What follows belongs to an exercise in optimizing a design on an open flow for small area, a short achievable clock period and few clock cycles; a production flow would make more cautious choices. In this exercise RTL edits were held to simulation tests only and were not proved equivalent to the original.

==> flow/design.v <==
`timescale 1ns / 1ps
module filtering(
    output reg [7:0] out,
    output reg out_valid,
    output reg [15:0] addr_edge,
    output reg finished,
    output reg [15:0] addr_im,
    input  [7:0] dout_im,
    input start,
    input rst,
    input clk
    );
   localparam M = 8;
   reg [7:0] px [1:2*M];
   integer i;
   wire [7:0] pa = px[2*M];
   wire [7:0] pb = px[M];
   wire [7:0] pc = dout_im;
   wire [7:0] npc = ~pc;
   reg [8:0] lr, rr, er;      
   reg [8:0] lr1, rr1;        
   reg [9:0] xs, ys;          
   wire [8:0] nrr1 = ~rr1;
   wire [8:0] nrr  = ~rr;
   always @(posedge clk) begin
      px[1] <= dout_im;
      for (i = 2; i <= 2*M; i = i + 1) px[i] <= px[i-1];
      lr  <= pa + pb;
      rr  <= pb + pc;
      er  <= pa + npc;
      lr1 <= lr;
      rr1 <= rr;
      xs  <= lr1 + er;
      ys  <= er + nrr1;
   end
   reg [10:0] us, vs;         
   always @(posedge clk) begin
      us <= xs + nrr;
      vs <= ys + lr;
   end
   wire edge_hit = (us >= 11'd866) || (us <= 11'd666) || (vs >= 11'd866) || (vs <= 11'd666);
   reg       pend;           
   reg       run;
   reg [2:0] j;
   reg [2:0] xh;
   wire [4:0] xl = addr_im[4:0];
   reg       j7;             
   reg       xe;             
   reg       s0;             
   reg       fv, fl;         
   wire x_ge2 = xh != 0 || xl >= 2;
   wire x_ge3 = xh != 0 || xl >= 3;
   wire x_0   = xh == 0 && xl == 0;
   wire x_2   = xh == 0 && xl == 2;
   reg       fj1, fj2, fs;   
   wire [8:0] ae_222 = {1'b0, addr_edge[7:0]} + 9'd222;
   wire [8:0] ae_35  = {1'b0, addr_edge[7:0]} + 9'd35;
   wire [8:0] ae_205 = {1'b0, addr_edge[7:0]} + 9'd205;
   wire [8:0] ae_lo  = fv ? ae_222 : (fj1 ? (fs ? ae_35 : ae_205) : {1'b0, addr_edge[7:0]});
   wire [7:0] ae_hi_inc = addr_edge[15:8] + 8'd1;
   wire [7:0] ae_hi_jmp = addr_edge[15:8] + (fs ? 8'd255 : 8'd250);
   always @(posedge clk) begin
      if (rst) begin
         pend <= 0;
         run <= 0;
         fv <= 0;
         fl <= 0;
         out_valid <= 0;
         finished <= 0;
      end else begin
         pend <= start && !run && !pend;
         if (start && !run && !pend) finished <= 0;
         if (pend) run <= 1;
         fv <= run && ((j >= 4 && x_ge2) || (j <= 1 && (x_ge3 || (x_0 && !s0))));
         fl <= run && j == 1 && addr_im == 16'd49952;
         out_valid <= fv;
         if (fl) begin
            finished <= 1;
            run <= 0;
         end
      end
   end
   always @(posedge clk) begin
      if (pend) begin
         addr_im <= 0;
         j <= 0;
         j7 <= 0;
         xh <= 0;
         xe <= 0;
         s0 <= 1;
         addr_edge <= 16'hFFFF;
      end else begin
         if (run) begin
            j <= j + 1;
            j7 <= j == 6;
            xe <= xh == 6 && xl == 31;
            if (j7) begin
               if (xe)
                  addr_im <= addr_im - 16'd447;
               else
                  addr_im <= addr_im - 16'd1567;
            end else
               addr_im <= addr_im + 16'd224;
            if (j7) begin
               if (xe) begin
                  xh <= 0;
                  s0 <= 0;
               end else if (xl == 31)
                  xh <= xh + 1;
            end
         end
         addr_edge[7:0] <= ae_lo[7:0];
         if (fj2)
            addr_edge[15:8] <= ae_hi_jmp;
         else if (ae_lo[8])
            addr_edge[15:8] <= ae_hi_inc;
      end
      fj1 <= run && j == 2 && x_ge2;
      fj2 <= run && j == 3 && x_ge2;
      fs <= x_2;
      out <= edge_hit ? 8'd0 : 8'd255;
   end
endmodule
==> flow/config.mk <==
export PLATFORM = sky130hd
export DESIGN_NAME = filtering
export DESIGN_NICKNAME = filtering
export VERILOG_FILES = /design/flow/design.v
export SDC_FILE = /design/flow/constraint.sdc
export NUM_CORES = 4
export LEC_CHECK = 0
export ABC_AREA = 1
export CAP_MARGIN = 20
export CORE_MARGIN = 2
export CORE_UTILIZATION = 60
export CTS_CLUSTER_DIAMETER = 60
export CTS_CLUSTER_SIZE = 40
export SETUP_SLACK_MARGIN = 2.6
export SLEW_MARGIN = 20
==> flow/constraint.sdc <==
create_clock -name core_clock -period 4.5 [get_ports {clk}]
set_input_delay 0.9000 -clock core_clock [delete_from_list [all_inputs] [get_ports {clk}]]
set_output_delay 0.9000 -clock core_clock [all_outputs]
set_load 0.01 [all_outputs]
standard.sh (not shown) runs the stock make flow with config.mk's settings and CLKGATE_MAP_FILE= SYNTH_SCRIPT=/design/flow/synth_recipe.tcl, a recipe that flattens the netlist after the stock synthesis.
==> flow/flow/run.sh <==
#!/bin/bash
# The standard layout (standard.sh), with the port buffers that
# global placement inserts made from buf_2 cells instead of the
# resizer's default choice. Each tool's output goes to standard.log;
# ORFS keeps its per-step logs under orfs/logs.
set -euo pipefail
bash standard.sh BUFFER_PORTS_ARGS="-buffer_cell sky130_fd_sc_hd__buf_2" finish > standard.log 2>&1
The starting point produced a clean layout.
Testbench counts at the start, summed over its fixed seeds: cycles 795,708.
Edit:
==> flow/run.sh (new file) <==
#!/bin/bash
# synth_recipe.tcl (not shown) runs the flow's synth.tcl, then flattens the netlist and writes it again
# the make line also repeats each setting of config.mk as NAME=value (left out here)
make -C /OpenROAD-flow-scripts/flow DESIGN_CONFIG=/design/flow/config.mk WORK_HOME=/design/flow/orfs CLKGATE_MAP_FILE= SYNTH_SCRIPT=/design/flow/synth_recipe.tcl finish
Settings changed: ABC_AREA 1 to not set, SETUP_SLACK_MARGIN 2.6 to 2.45.
removed: flow/flow/run.sh
removed: flow/standard.sh
Outcome: Routed wire length falls by 3.1%; worst setup slack degrades by 0.15 ns; cell count drops by 15%; final area went down by 1.9%; non-clock buffer count is higher by 4; count of clock-buffer cells in the layout fell by 3.

==> what the ideal ports hide <==
Ports are ideal in the flow. The routed layouts listed here were re-timed in OpenROAD. Step 1, drivers: a clkbuf_16 drives clk and a buf_2 each remaining input, both assumed. Step 2, shift: input delay + t, output delay - t, t = (earliest + latest rising clock arrival at the registers) / 2. This alone moves slack from input paths to output paths. Three values: ideal ports, drivers, drivers and shift; two values: the first two.
| run | t, ns | setup slack, ns | latest minus earliest clock arrival (ns) | worst slew at a driven data input, ns | pins driven straight from the clock port |
|---|---|---|---|---|---|
| the first run | 0.544 | 2.542 / 2.498 / 2.142 | 0.048 / 0.048 | 0.03 | 1 |
| the second run | 0.526 | 2.392 / 2.392 / 1.981 | 0.055 / 0.055 | 0.04 | 1 |
After both steps every run listed still meets setup and hold. The setup slack of the second run, which loses most, moves by 0.000 ns with the drivers and by -0.411 ns with both steps.
